This is an optimization exercise on Yosys and OpenROAD, whose aim is small area, not a production implementation.
Only simulation tests tie the RTL to the original design; equivalence was not proved.
Power figures rest on the tool's default switching activity, not on a simulated workload.

== east ==
==> flow/design.v (excerpt) <==
module CPU(
    input           clk_i,
    input           DataOrReg,
    input [4:0]     address,
    input [7:0]     instr_i,
    input           reset,
    input [1:0]     vout_addr,
    output reg[7:0] value_o,
    output          is_positive,
    output reg[2:0] easter_egg
);
localparam C_OTH = 3'd0, C_ADDI = 3'd1, C_R = 3'd2, C_BR = 3'd3,
           C_LW  = 3'd4, C_SW   = 3'd5, C_VEC = 3'd6;
function [29:0] inc30(input [29:0] x);
    integer i; reg c;
    begin
        c = 1'b1;
        for (i = 0; i < 30; i = i + 1) begin inc30[i] = x[i] ^ c; c = x[i] & c; end
    end
endfunction
function [29:0] add30(input [29:0] x, input [29:0] y);
    integer i; reg c;
    begin
        c = 1'b0;
        for (i = 0; i < 30; i = i + 1) begin
            add30[i] = x[i] ^ y[i] ^ c;
            c = (x[i] & y[i]) | (x[i] & c) | (y[i] & c);
        end
    end
endfunction
function [7:0] add8(input [7:0] x, input [7:0] y, input ci);
    integer i; reg c;
    begin
        c = ci;
        for (i = 0; i < 8; i = i + 1) begin
            add8[i] = x[i] ^ y[i] ^ c;
            c = (x[i] & y[i]) | (x[i] & c) | (y[i] & c);
        end
    end
endfunction
function [12:0] dec13(input [12:0] x);
    integer i; reg b;
    begin
        b = 1'b1;
        for (i = 0; i < 13; i = i + 1) begin dec13[i] = x[i] ^ b; b = ~x[i] & b; end
    end
  ...
Size in the first run: ~3600 flip-flops, ~30 I/O pins, ~0.17 mm2 of cells after synthesis.
clock: 15.0 ns
lec_check: 0
cap_margin: 30
core_margin: 2
core_utilization: 30
cts_cluster_diameter: 80
cts_cluster_size: 18
place_density: 0.36
setup_slack_margin: 0.5
slew_margin: 30
standard.sh (not shown) runs the stock make flow with config.mk's settings and CLKGATE_MAP_FILE= SYNTH_SCRIPT=/design/flow/synth_recipe.tcl, a recipe that flattens the netlist after the stock synthesis.
==> flow/flow/run.sh <==
#!/bin/bash
# Layout flow: the standard ORFS flow (standard.sh, standard synthesis
# unchanged), with these changes to how the layout is made:
#  - clock tree synthesis without dummy loads (sink cluster size and
#    diameter as in config.mk);
#  - antenna repair after global routing with a ratio margin
#    (flow/grt_hook.tcl), and up to 10 antenna repair passes after
#    detailed routing;
#  - every input and output port still gets its own buffer, but a plain
#    buf_2 instead of the default choice, a slow delay buffer.
# The full output of the flow goes to flow.log in the work folder; ORFS
# keeps each step's own log under orfs/logs/.
set -euo pipefail
work=$(pwd)
export CTS_ARGS="-sink_clustering_enable -repair_clock_nets -dont_use_dummy_load -sink_clustering_size 18 -sink_clustering_max_diameter 80"
export BUFFER_PORTS_ARGS="-buffer_cell sky130_fd_sc_hd__buf_2"
export PRE_GLOBAL_ROUTE_TCL="$work/flow/grt_hook.tcl"
bash standard.sh MAX_REPAIR_ANTENNAS_ITER_DRT=10 finish > "$work/flow.log" 2>&1
==> flow/flow/grt_hook.tcl <==
# Sourced before global routing (PRE_GLOBAL_ROUTE_TCL). The antenna repair
# after global routing works on estimated wires; give it a ratio margin so
# that fewer violations are left for the slower repair after detailed
# routing.
rename repair_antennas grt_hook_repair_antennas
proc repair_antennas {args} {
  return [grt_hook_repair_antennas {*}$args -ratio_margin 20]
}
east: all stages complete, timing, DRC and antenna checks passed
Relative to east, the following input files were edited for west:
Settings: PLACE_DENSITY: 0.36 -> 0.55; CORE_UTILIZATION: 30 -> 45.
==> summary.txt <==
- west ends up with higher sequential share of cell area than east does.
- Summary of the comparison: total of clock buffers placed in the layout is lower in west, relative to east.
- west: standard-cell row count is 19% lower than what east reported.
- The power share of the combinational group on east is in line with that on west.
- Of the two values seen for launching instance or port of the critical path, rf[2][15] was produced by west and rf[31][19] by east.
- The clock insertion delay at the later pin of the skew report of west is higher than that of east.

---

CPU, a different RTL version from the one above (not shown whole).
Size: ~3,600 flip-flops, ~30 I/O pins, about 170,000 um2 of cells after synthesis.
==> flow/design.v (excerpt) <==
module CPU(
    input           clk_i,
    input           DataOrReg,
    input [4:0]     address,
    input [7:0]     instr_i,
    input           reset,
    input [1:0]     vout_addr,
    output reg[7:0] value_o,
    output          is_positive,
    output reg[2:0] easter_egg
);
localparam C_OTH = 3'd0, C_ADDI = 3'd1, C_R = 3'd2, C_BR = 3'd3,
           C_LW  = 3'd4, C_SW   = 3'd5, C_VEC = 3'd6;
function [29:0] inc30(input [29:0] x);
    integer i; reg c;
    begin
        c = 1'b1;
        for (i = 0; i < 30; i = i + 1) begin inc30[i] = x[i] ^ c; c = x[i] & c; end
    end
endfunction
function [29:0] add30(input [29:0] x, input [29:0] y);
    integer i; reg c;
    begin
        c = 1'b0;
        for (i = 0; i < 30; i = i + 1) begin
            add30[i] = x[i] ^ y[i] ^ c;
            c = (x[i] & y[i]) | (x[i] & c) | (y[i] & c);
        end
    end
endfunction
function [7:0] add8(input [7:0] x, input [7:0] y, input ci);
    integer i; reg c;
    begin
        c = ci;
        for (i = 0; i < 8; i = i + 1) begin
            add8[i] = x[i] ^ y[i] ^ c;
            c = (x[i] & y[i]) | (x[i] & c) | (y[i] & c);
        end
    end
endfunction
function [16:0] add16c(input [15:0] x, input [15:0] y, input ci);
    integer i; reg c;
    begin
        c = ci;
        for (i = 0; i < 16; i = i + 1) begin
  ...
==> flow/config.mk <==
export PLATFORM = sky130hd
export DESIGN_NAME = CPU
export DESIGN_NICKNAME = CPU
export VERILOG_FILES = /design/flow/design.v
export SDC_FILE = /design/flow/constraint.sdc
export NUM_CORES = 8
export LEC_CHECK = 0
export CAP_MARGIN = 30
export CORE_MARGIN = 2
export CORE_UTILIZATION = 50
export CTS_CLUSTER_DIAMETER = 85
export CTS_CLUSTER_SIZE = 21
export PLACE_DENSITY = 0.6
export SETUP_SLACK_MARGIN = 0.4
export SLEW_MARGIN = 30
==> flow/constraint.sdc <==
create_clock -name core_clock -period 15.0 [get_ports {clk_i}]
set_input_delay 3.0000 -clock core_clock [delete_from_list [all_inputs] [get_ports {clk_i}]]
set_output_delay 3.0000 -clock core_clock [all_outputs]
set_load 0.01 [all_outputs]
==> flow/flow/run.sh <==
#!/bin/bash
# Layout flow: the standard ORFS flow (standard.sh, standard synthesis
# unchanged), with these changes to how the layout is made:
#  - clock tree synthesis without dummy loads (sink cluster size and
#    diameter as in config.mk);
#  - antenna repair after global routing with a ratio margin
#    (flow/grt_hook.tcl), and up to 10 antenna repair passes after
#    detailed routing;
#  - every input and output port still gets its own buffer, but a plain
#    buf_2 instead of the default choice, a slow delay buffer.
# The full output of the flow goes to flow.log in the work folder; ORFS
# keeps each step's own log under orfs/logs/.
set -euo pipefail
work=$(pwd)
export CTS_ARGS="-sink_clustering_enable -repair_clock_nets -dont_use_dummy_load -sink_clustering_size 21 -sink_clustering_max_diameter 85"
export BUFFER_PORTS_ARGS="-buffer_cell sky130_fd_sc_hd__buf_2"
export PRE_GLOBAL_ROUTE_TCL="$work/flow/grt_hook.tcl"
bash standard.sh MAX_REPAIR_ANTENNAS_ITER_DRT=10 finish > "$work/flow.log" 2>&1
Scripts as last shown in full above: flow/flow/grt_hook.tcl
The starting point produced a clean layout.
Change:
--- a/flow/flow/run.sh
+++ b/flow/flow/run.sh
@@ -13,5 +13,5 @@
 set -euo pipefail
 work=$(pwd)
-export CTS_ARGS="-sink_clustering_enable -repair_clock_nets -dont_use_dummy_load -sink_clustering_size 21 -sink_clustering_max_diameter 85"
+export CTS_ARGS="-sink_clustering_enable -repair_clock_nets -dont_use_dummy_load -sink_clustering_size 18 -sink_clustering_max_diameter 80"
 export BUFFER_PORTS_ARGS="-buffer_cell sky130_fd_sc_hd__buf_2"
 export PRE_GLOBAL_ROUTE_TCL="$work/flow/grt_hook.tcl"
Settings changed: CORE_UTILIZATION 50 to 45, CTS_CLUSTER_DIAMETER 85 to 80, CTS_CLUSTER_SIZE 21 to 18, PLACE_DENSITY 0.6 to 0.55, SETUP_SLACK_MARGIN 0.4 to 0.5.
What happened: The changed run ran to the end with no violations; worst setup slack gets better by 0.20 ns; design area is higher slightly; routed wire length rises by a few percent.
